What follows belongs to an exercise in optimizing a design on an open flow for small area; a production flow would make more cautious choices. Function was checked by simulation only, so behaviour that the tests miss may differ from the original. Power and IR drop assume default switching activity.

==> inputs of build 6 <==
==> flow/design.v (excerpt) <==
module Main(clk, vga_h_sync, vga_v_sync, vga_R, vga_G, vga_B, right, left, reset, start);
clock: 10.0 ns
lec_check: 0
abc_area: 1
cap_margin: 0
core_margin: 2
core_utilization: 40
place_density: 0.6
slew_margin: 0
standard.sh (not shown) runs the stock make flow with config.mk's settings and CLKGATE_MAP_FILE= SYNTH_SCRIPT=/design/flow/synth_recipe.tcl, a recipe that flattens the netlist after the stock synthesis.
==> flow/flow/run.sh <==
#!/bin/bash
# Layout flow: the standard flow (standard.sh) with these changes:
#  - synthesis: the logic is mapped with ABC's area-oriented mapper
#    (flow/abc_map.script) in place of ORFS's abc_area.script, and Yosys's
#    extract_fa (full/half adder extraction) is skipped; registers are made
#    exactly as in the standard synthesis;
#  - the port buffers are the smallest buffer;
#  - the clock tree is built from small clock buffers without dummy loads.
set -euo pipefail
HERE=$(pwd)
{
  cat <<EOT
proc abc {args} {
  set i [lsearch -exact \$args -script]
  if {\$i >= 0} { lset args [expr {\$i + 1}] $HERE/flow/abc_map.script }
  yosys abc {*}\$args
}
proc extract_fa {args} { puts "extract_fa skipped" }
EOT
  cat synth_recipe.tcl
} > my_synth.tcl
bash standard.sh SYNTH_SCRIPT=$HERE/my_synth.tcl synth > synth.log 2>&1
bash standard.sh "BUFFER_PORTS_ARGS=-buffer_cell sky130_fd_sc_hd__buf_1" \
  "CTS_ARGS=-sink_clustering_enable -repair_clock_nets -buf_list sky130_fd_sc_hd__clkbuf_8 -root_buf sky130_fd_sc_hd__clkbuf_8 -dont_use_dummy_load" \
  finish > layout.log 2>&1
==> flow/flow/abc_map.script <==
strash
dc2
dch
amap
topo
==> inputs of trial 39, as changes to build 6 <==
--- a/flow/flow/run.sh
+++ b/flow/flow/run.sh
@@ -22,4 +22,4 @@
 bash standard.sh SYNTH_SCRIPT=$HERE/my_synth.tcl synth > synth.log 2>&1
 bash standard.sh "BUFFER_PORTS_ARGS=-buffer_cell sky130_fd_sc_hd__buf_1" \
-  "CTS_ARGS=-sink_clustering_enable -repair_clock_nets -buf_list sky130_fd_sc_hd__clkbuf_8 -root_buf sky130_fd_sc_hd__clkbuf_8 -dont_use_dummy_load" \
+  "CTS_ARGS=-sink_clustering_enable -repair_clock_nets -buf_list sky130_fd_sc_hd__clkbuf_4 -root_buf sky130_fd_sc_hd__clkbuf_8 -dont_use_dummy_load -sink_clustering_size 10 -sink_clustering_max_diameter 50 -balance_levels" \
   finish > layout.log 2>&1
CAP_MARGIN = 20   (was 0)
SLEW_MARGIN = 20   (was 0)
==> inputs of trial 81, as changes to build 6 <==
--- a/flow/flow/run.sh
+++ b/flow/flow/run.sh
@@ -22,4 +22,4 @@
 bash standard.sh SYNTH_SCRIPT=$HERE/my_synth.tcl synth > synth.log 2>&1
 bash standard.sh "BUFFER_PORTS_ARGS=-buffer_cell sky130_fd_sc_hd__buf_1" \
-  "CTS_ARGS=-sink_clustering_enable -repair_clock_nets -buf_list sky130_fd_sc_hd__clkbuf_8 -root_buf sky130_fd_sc_hd__clkbuf_8 -dont_use_dummy_load" \
+  "CTS_ARGS=-repair_clock_nets -buf_list sky130_fd_sc_hd__clkbuf_8 -root_buf sky130_fd_sc_hd__clkbuf_8 -dont_use_dummy_load" \
   finish > layout.log 2>&1
CAP_MARGIN = 20   (was 0)
SLEW_MARGIN = 20   (was 0)
==> notes.md <==
Final area is the same in build 6 and trial 39.
Clock skew is the same in trial 39 and trial 81.
Total power is the same in build 6 and trial 39.
In synthesized cell count, trial 39 and trial 81 do not differ.

==> v28 <==
Main again, from the RTL that the note above started with.
==> flow/config.mk <==
export PLATFORM = sky130hd
export DESIGN_NAME = Main
export DESIGN_NICKNAME = Main
export VERILOG_FILES = /design/flow/design.v
export SDC_FILE = /design/flow/constraint.sdc
export NUM_CORES = 4
export LEC_CHECK = 0
export ABC_AREA = 1
export CAP_MARGIN = 20
export CORE_MARGIN = 2
export CORE_UTILIZATION = 40
export PLACE_DENSITY = 0.6
export SLEW_MARGIN = 20
==> flow/constraint.sdc <==
create_clock -name core_clock -period 10.0 [get_ports {clk}]
set_input_delay 2.0000 -clock core_clock [delete_from_list [all_inputs] [get_ports {clk}]]
set_output_delay 2.0000 -clock core_clock [all_outputs]
set_load 0.01 [all_outputs]
==> flow/flow/run.sh <==
#!/bin/bash
# Layout flow: the standard flow (standard.sh) with these changes:
#  - synthesis: the logic is mapped with ABC's area-oriented mapper
#    (flow/abc_map.script) in place of ORFS's abc_area.script, and Yosys's
#    extract_fa (full/half adder extraction) is skipped; registers are made
#    exactly as in the standard synthesis;
#  - the port buffers are the smallest buffer;
#  - the clock tree is built from small clock buffers without dummy loads.
set -euo pipefail
HERE=$(pwd)
{
  cat <<EOT
proc abc {args} {
  set i [lsearch -exact \$args -script]
  if {\$i >= 0} { lset args [expr {\$i + 1}] $HERE/flow/abc_map.script }
  yosys abc {*}\$args
}
proc extract_fa {args} { puts "extract_fa skipped" }
EOT
  cat synth_recipe.tcl
} > my_synth.tcl
bash standard.sh SYNTH_SCRIPT=$HERE/my_synth.tcl synth > synth.log 2>&1
bash standard.sh "BUFFER_PORTS_ARGS=-buffer_cell sky130_fd_sc_hd__buf_1" \
  "CTS_ARGS=-sink_clustering_enable -repair_clock_nets -buf_list sky130_fd_sc_hd__clkbuf_8 -root_buf sky130_fd_sc_hd__clkbuf_8 -dont_use_dummy_load" \
  finish > layout.log 2>&1
Scripts as last shown in full above: flow/flow/abc_map.script
==> v27 (differences from v28) <==
- CAP_MARGIN: 20 -> 0
- CORE_UTILIZATION: 40 -> 65
- PLACE_DENSITY: 0.6 -> 0.75
- SLEW_MARGIN: 20 -> 0
==> qor summary <==
metric	v28	v27
# rows	43	34
Die Y	124 µm	98.3 µm
Clock tree cell share of total cell area	0.0200	0.0203
Fill count	1508	742
Net total in the final layout	964	962
Routed Wire Length	22200 µm	22600 µm
Via count normalized by instance count	6.37	7.30
Buffer share of cell area	0.0127	0.0105
Post-layout min period	5.76 ns	6.12 ns
Area grow syn2layout	7.41%	5.59%
Run status	timing/DRC/antenna clean	timing/DRC/antenna clean
Hold Path Cell Cnt	2	1
Wire length on met2	9330 µm	9230 µm
Total instance count after detailed placement	1128	1054
Part of the total power dissipated in combinational logic	0.086	0.092
Portion of the clock cycle consumed by the worst path in the final layout	0.576	0.612
Routing usage on met2	0.432	0.688
Post-route cell area	6210 µm²	6100 µm²

==> port drivers added, routing unchanged <==
Ports are ideal in the flow. The routed layouts listed here were re-timed in OpenROAD. Step 1, drivers: a clkbuf_16 drives clk and a buf_2 each remaining input, both assumed. Step 2 moves the port delays by t, midway between the first and last clock arrival at a register: inputs arrive t later, outputs are due t later. That takes back most of the time a late clock gives input paths. Three values: ideal, step 1, step 2; two values: the first two.
run	t, ns	slack for setup (ns)	clock arrival spread, ns
build 6	0.411	4.238 / 4.238 / 4.238	0.021 / 0.021
trial 39	0.411	4.238 / 4.238 / 4.238	0.021 / 0.021
trial 81	0.411	4.238 / 4.238 / 4.238	0.021 / 0.021
v28	0.411	4.238 / 4.238 / 4.238	0.021 / 0.021
v27	0.398	3.884 / 3.884 / 3.884	0.031 / 0.031
After both steps setup and hold are still met in every run listed.
